From an optimization exercise on the open Yosys and OpenROAD flow, aimed at small area; shortcuts taken in it are not production practice.
Function was checked by simulation only, so behaviour that the tests miss may differ from the original.
No activity file was given, so power comes from the tool's default toggle rates.

==> flow/design.v (excerpt) <==
module kl10_vma (
  input clk,
  input ad_13_h,
  input ad_14_h,
  input ad_15_h,
  input ad_16_a_h,
  input ad_17_a_h,
  input ad_18_a_h,
  input ad_19_h,
  input ad_20_h,
  input ad_21_h,
  input ad_22_a_h,
  input ad_23_a_h,
  input ad_24_a_h,
  input ad_25_h,
  input ad_26_h,
  input ad_27_h,
  input ad_28_a_h,
  input ad_29_a_h,
  input ad_30_a_h,
  input ad_31_h,
  input ad_32_h,
  input ad_33_h,
  input ad_34_a_h,
  input ad_35_a_h,
  input con_cond_sel_vma_h,
  input con_cond_vma_gets_num_h,
  input con_datao_apr_l,
  input con_load_prev_context_l,
  input cram_num_00_a_h,
  input cram_num_01_a_h,
  input cram_num_02_a_h,
  input cram_num_03_a_h,
  input cram_num_04_a_h,
  input csh3_gate_vma_27_33_h,
  input ctl1_load_pc_l,
  input diag_04_b_h,
  input diag_05_b_h,
  input diag_06_b_h,
  input diag_read_func_15x_l,
  input mcl1_load_vma_held_l,
  input mcl2_vma_read_or_write_l,
  input mcl4_vma_gets_ad_h,
  input mcl4_vma_inc_h,
  input mcl4_vmax_sel_1_h,
  input mcl4_vmax_sel_2_h,
  input mcl5_vmax_en_l,
  input mcl6_vma_fetch_h,
  input n_con_cond_vma_gets_num_l,
  input n_con_vma_sel_1_h,
  input n_con_vma_sel_2_h,
  input n_mcl2_vma_extended_h,
  input n_mcl5_adr_err_l,
  input n_mcl6_page_uebr_ref_a_l,
  input n_vma1_ac_ref_a_h,
  input n_vma1_local_ac_address_h,
  input n_vma1_misc_eq_0_h,
  input n_vma1_vma_section_0_1_l,
  input n_vma1_vma_section_0_h,
  input n_vma2_vma_12_l,
  input n_vma2_vma_13_l,
  input n_vma2_vma_14_l,
  input n_vma2_vma_15_l,
  input n_vma2_vma_16_l,
  input n_vma2_vma_17_l,
  input n_vma2_vma_18_l,
  input n_vma2_vma_19_l,
  input n_vma2_vma_20_l,
  ...
Size: about 490 cells after synthesis.
==> flow/config.mk <==
export PLATFORM = sky130hd
export DESIGN_NAME = kl10_vma
export DESIGN_NICKNAME = kl10_vma
export VERILOG_FILES = /design/flow/design.v
export SDC_FILE = /design/flow/constraint.sdc
export NUM_CORES = 4
export LEC_CHECK = 0
export CAP_MARGIN = 5
export CORE_MARGIN = 2
export CORE_UTILIZATION = 60
export SLEW_MARGIN = 5
==> flow/constraint.sdc <==
create_clock -name core_clock -period 4.5 [get_ports {clk}]
set_input_delay 0.9000 -clock core_clock [delete_from_list [all_inputs] [get_ports {clk}]]
set_output_delay 0.9000 -clock core_clock [all_outputs]
set_load 0.01 [all_outputs]
standard.sh (not shown) runs the stock make flow with config.mk's settings and CLKGATE_MAP_FILE= SYNTH_SCRIPT=/design/flow/synth_recipe.tcl, a recipe that flattens the netlist after the stock synthesis.
==> flow/flow/run.sh <==
#!/bin/bash
# The standard layout, with three changes:
#  - synthesis maps the logic with an area-oriented ABC script (flow/area.abc); the
#    registers, their names and cell types are those of the standard synthesis;
#  - the ports are buffered by the smallest buffer cell;
#  - clock tree synthesis inserts no dummy loads.
set -euo pipefail
HERE=$(pwd)
export MY_ABC_SCRIPT=$HERE/flow/area.abc
bash standard.sh SYNTH_SCRIPT=$HERE/flow/synth.tcl \
  'BUFFER_PORTS_ARGS=-buffer_cell sky130_fd_sc_hd__buf_1' \
  'CTS_ARGS=-sink_clustering_enable -repair_clock_nets -dont_use_dummy_load -buf_list sky130_fd_sc_hd__clkbuf_8' \
  finish > make_flow.log 2>&1
==> flow/flow/area.abc <==
&get -n
&st
&syn3
&dch -f
&nf -R 1000 -a
&put
topo
==> flow/flow/synth.tcl <==
# The standard flow's synthesis script, with ABC's mapping script replaced by the one named in MY_ABC_SCRIPT.
proc synth {args} {
  global abc_args
  if { [info exists abc_args] && [info exists ::env(MY_ABC_SCRIPT)] } {
    set i [lsearch -exact $abc_args -script]
    if { $i >= 0 } { lset abc_args [expr {$i + 1}] $::env(MY_ABC_SCRIPT) }
  }
  yosys synth -nofsm -noshare {*}$args
}
source $::env(SCRIPTS_DIR)/synth.tcl
# left out here: clear keep_hierarchy, flatten, clean up, hide names made inside functions, write 1_2_yosys.v
The starting point completed with no timing, DRC or antenna violations.
Edit:
--- a/flow/config.mk
+++ b/flow/config.mk
@@ -8 +8 @@
-export CAP_MARGIN = 5
+export CAP_MARGIN = 20
@@ -11 +11 @@
-export SLEW_MARGIN = 5
+export SLEW_MARGIN = 20
What happened:
- total power does not change
- cell count does not change
- die area is unchanged
- non-clock buffer count does not change
- clock power hardly moves
- synthesized cell count does not change
- final area does not change
- worst setup slack stays the same
- clock skew stays the same
- routed wire length stays the same
- via count stays the same
Edit:
--- a/flow/config.mk
+++ b/flow/config.mk
@@ -10,0 +11 @@
+export GPL_TIMING_DRIVEN = 0
What happened: The new run completed without violations; global-route usage is lower by 1.5 points; worst setup slack loses 0.099 ns; final area goes up by 1.4%; final cell count climbs by 0.89%; routed wire length goes down by 2.6%; clock-buffer cell count stays the same.
Edit:
--- a/flow/flow/run.sh
+++ b/flow/flow/run.sh
@@ -12 +12 @@
-  'CTS_ARGS=-sink_clustering_enable -repair_clock_nets -dont_use_dummy_load -buf_list sky130_fd_sc_hd__clkbuf_8' \
+  'CTS_ARGS=-sink_clustering_enable -repair_clock_nets -dont_use_dummy_load -buf_list sky130_fd_sc_hd__clkbuf_8 -sink_clustering_size 30 -sink_clustering_max_diameter 150' \
--- a/flow/config.mk
+++ b/flow/config.mk
@@ -11 +10,0 @@
-export GPL_TIMING_DRIVEN = 0
What happened: The changed run passed the timing, design-rule and antenna checks; power drops by about 1.5%; design area falls by 1.4%; area after synthesis stays the same; clock skew hardly moves; worst setup slack gains 0.099 ns; count of clock-buffer cells in the layout stays the same; routed wire length rose by about 2.6%; fmax rises by about 2.6%; global-route usage rose by 1.5 points; synthesized cell count stays the same; die area is unchanged.

## static timing again, ports no longer ideal
Ports are ideal in the flow. The routed layouts listed here were re-timed in OpenROAD. Step 1 assumes that a clkbuf_16 drives the clock port and a buf_2 every other input. Step 2 also shifts input and output timing later by t, the mid clock arrival at the registers, as if the neighbouring blocks saw the same clock. a / b / c = no drivers / after step 1 / after step 2; a / b = the first two.
| run | t, ns | setup slack, ns | hold slack, ns | worst register clock-pin slew, ns | worst slew at a driven data input, ns |
|---|---|---|---|---|---|
| the first run | 0.378 | 0.701 / 0.712 / 0.334 | 0.566 / 0.566 / 0.566 | 0.10 / 0.10 | 0.04 |
| the second run | 0.378 | 0.701 / 0.712 / 0.334 | 0.566 / 0.566 / 0.566 | 0.10 / 0.10 | 0.04 |
| the third run | 0.379 | 0.602 / 0.613 / 0.234 | 0.568 / 0.568 / 0.568 | 0.11 / 0.11 | 0.03 |
| the fourth run | 0.378 | 0.701 / 0.712 / 0.334 | 0.566 / 0.566 / 0.566 | 0.10 / 0.10 | 0.04 |
After both steps setup and hold are still met in every run listed. For the third run, which loses most, drivers alone change the setup slack by +0.011 ns; drivers and shift together by -0.368 ns.
